This is an optimization exercise on Yosys and OpenROAD, whose aim is small area, not a production implementation.
Function was checked by simulation only, so behaviour that the tests miss may differ from the original.
No driver is modelled on the clock port, so clocking that relies on it looks cheaper here than on a real chip.
Power figures rest on the tool's default switching activity, not on a simulated workload.

Setup of run A:
Design top, start of the top module:
module top(
    input  clk,
    input  rst_n,
    input  BTNU,
    output h_sync,
    output v_sync,
    output wire [3:0] red,
    output wire [3:0] green,
    output wire [3:0] blue,
    output [3:0] an,
    output [6:0] seg
);
    wire point_scored;
    vgaf vga_inst (
        .clk148(clk),
        .rst_n(rst_n),
        .BTNU(BTNU),
        .h_sync(h_sync),
        .v_sync(v_sync),
        .red(red),
        .green(green),
        .blue(blue),
        .point_scored(point_scored)
    );
    score scor_inst (
        .clk148(clk),
        .rst_n(rst_n),
        .point(point_scored),
        .an(an),
        .seg(seg)
    );
endmodule
==> flow/config.mk <==
export PLATFORM = sky130hd
export DESIGN_NAME = top
export DESIGN_NICKNAME = top
export VERILOG_FILES = /design/flow/design.v
export SDC_FILE = /design/flow/constraint.sdc
export NUM_CORES = 4
export LEC_CHECK = 0
export CAP_MARGIN = 20
export CORE_MARGIN = 2
export CORE_UTILIZATION = 70
export PLACE_DENSITY = 0.8
export SLEW_MARGIN = 20
==> flow/constraint.sdc <==
create_clock -name core_clock -period 6.7 [get_ports {clk}]
set_input_delay 1.3400 -clock core_clock [delete_from_list [all_inputs] [get_ports {clk}]]
set_output_delay 1.3400 -clock core_clock [all_outputs]
set_load 0.01 [all_outputs]
standard.sh (not shown) runs the stock make flow with config.mk's settings and CLKGATE_MAP_FILE= SYNTH_SCRIPT=/design/flow/synth_recipe.tcl, a recipe that flattens the netlist after the stock synthesis.
==> flow/flow/run.sh <==
#!/bin/bash
# Own layout flow: the standard flow (standard.sh) with three changes:
#  - synthesis maps the logic with an area-oriented ABC script (abc_area.script)
#    and extracts only full adders (no half adders) before it; everything else
#    in synthesis, registers included, is the standard flow's own;
#  - the ports get the smallest buffer (buf_1);
#  - the clock tree is built by pre_cts.tcl (three clkbuf_16 fed by the port).
set -euo pipefail
F="$PWD/flow"
cat > "$F/my_synth.tcl" <<EOT
proc abc {args} {
  set i [lsearch \$args -script]
  if {\$i >= 0} { lset args [expr {\$i + 1}] $F/abc_area.script }
  yosys abc {*}\$args
}
proc extract_fa {args} { yosys extract_fa -fa }
source $PWD/synth_recipe.tcl
EOT
export BUFFER_PORTS_ARGS="-buffer_cell sky130_fd_sc_hd__buf_1"
export PRE_CTS_TCL="$F/pre_cts.tcl"
bash standard.sh SYNTH_SCRIPT="$F/my_synth.tcl" finish > standard.log 2>&1
==> flow/flow/my_synth.tcl <==
proc abc {args} {
  set i [lsearch $args -script]
  if {$i >= 0} { lset args [expr {$i + 1}] /design/flow/flow/abc_area.script }
  yosys abc {*}$args
}
proc extract_fa {args} { yosys extract_fa -fa }
source /design/flow/synth_recipe.tcl
==> flow/flow/pre_cts.tcl <==
# PRE_CTS hook: build the clock tree by hand (the clock port drives three
# clkbuf_16, each driving an equal share of the flip-flops) and have TritonCTS skip
# those nets, so it adds no further levels or dummy loads.
source [file join [file dirname [info script]] clk.tcl]
manual_clock_tree 3 sky130_fd_sc_hd__buf_12
set_cts_config -skip_nets {clk clknet_leaf_0 clknet_leaf_1 clknet_leaf_2}
Other scripts of this flow, unchanged in this note and not shown: flow/flow/abc_area.script, flow/flow/clk.tcl
Run A: no failed stages, no open violations at the end
What run B does differently from run A at the input level:
-- flow/flow/pre_cts.tcl --
<<< run A, line 5
manual_clock_tree 3 sky130_fd_sc_hd__buf_12
>>> run B, line 5
manual_clock_tree 3 sky130_fd_sc_hd__clkbuf_16
removed: flow/flow/my_synth.tcl
--- outcome ---
[run B] actual transition at the worst max-transition pin rose 0.018 ns relative to run A
Re area after detailed placement: no difference whatsoever between run A and run B.
Relative to run A, final clock period utilization by the worst path has increased by 0.36 points in run B.
Setup slack delta (run B − run A): unfavourable
Run A and run B ended up with roughly the same minimum hold slack.
Worst-skew pair later-pin latency delta for run B relative to run A: 0.03 ns higher
Overall via count from detail_route shrinks slightly when moving from run A to run B.
Run B vs. run A: register-to-register slack level; arrival time reported for the critical path endpoint moved up.
Compared to run A, the router laid down more metal wire for run B.
Setup changes, run B to run C
==> flow/flow/my_synth.tcl (new file) <==
proc abc {args} {
  set i [lsearch $args -script]
  if {$i >= 0} { lset args [expr {$i + 1}] /design/flow/flow/abc_area.script }
  yosys abc {*}$args
}
proc extract_fa {args} { yosys extract_fa -fa }
source /design/flow/synth_recipe.tcl
-- flow/config.mk --
<<< run B, line 10
export CORE_UTILIZATION = 70
export PLACE_DENSITY = 0.8
>>> run C, line 10
export CORE_UTILIZATION = 85
export PLACE_DENSITY = 0.9
What run B reported for total vias in the final route has to be multiplied by 1.12 to get the figure for run C.
According to the power report, total power for run C is higher than for run B.
Taking run B as the reference, in run C arrival time at the worst endpoint moved up; wire length moved up; total number of cells along the worst setup path moved up.
NOTE: aggregate global-route resource usage in run C exceeds that of run B
Comparing maximum vdd drop for run B and run C, the smaller number came from run C.
~same total number of nets in the final design in run B and run C

==> separate check: timing with driven ports <==
The results above use ideal ports. As a check the final layouts listed here were re-extracted and re-timed, cells and wires unchanged. Step 1, drivers: a clkbuf_16 drives clk and a buf_2 each remaining input, both assumed. Step 2 times the ports against the registers' clock, not the clock port: input delays grow and output delays shrink by t, the midpoint of the rising clock arrivals with the driver on. a / b / c = no drivers / after step 1 / after step 2; a / b = the first two.
| run | t, ns | setup WS [ns] | clock arrival spread, ns | pins driven straight from the clock port |
|---|---|---|---|---|
| run A | 0.205 | 1.366 / 1.299 / 1.504 | 0.014 / 0.014 | 3 |
| run B | 0.228 | 1.342 / 1.278 / 1.504 | 0.014 / 0.013 | 3 |
| run C | 0.230 | 1.296 / 1.231 / 1.317 | 0.009 / 0.009 | 3 |
After both steps every run listed still meets setup and hold.
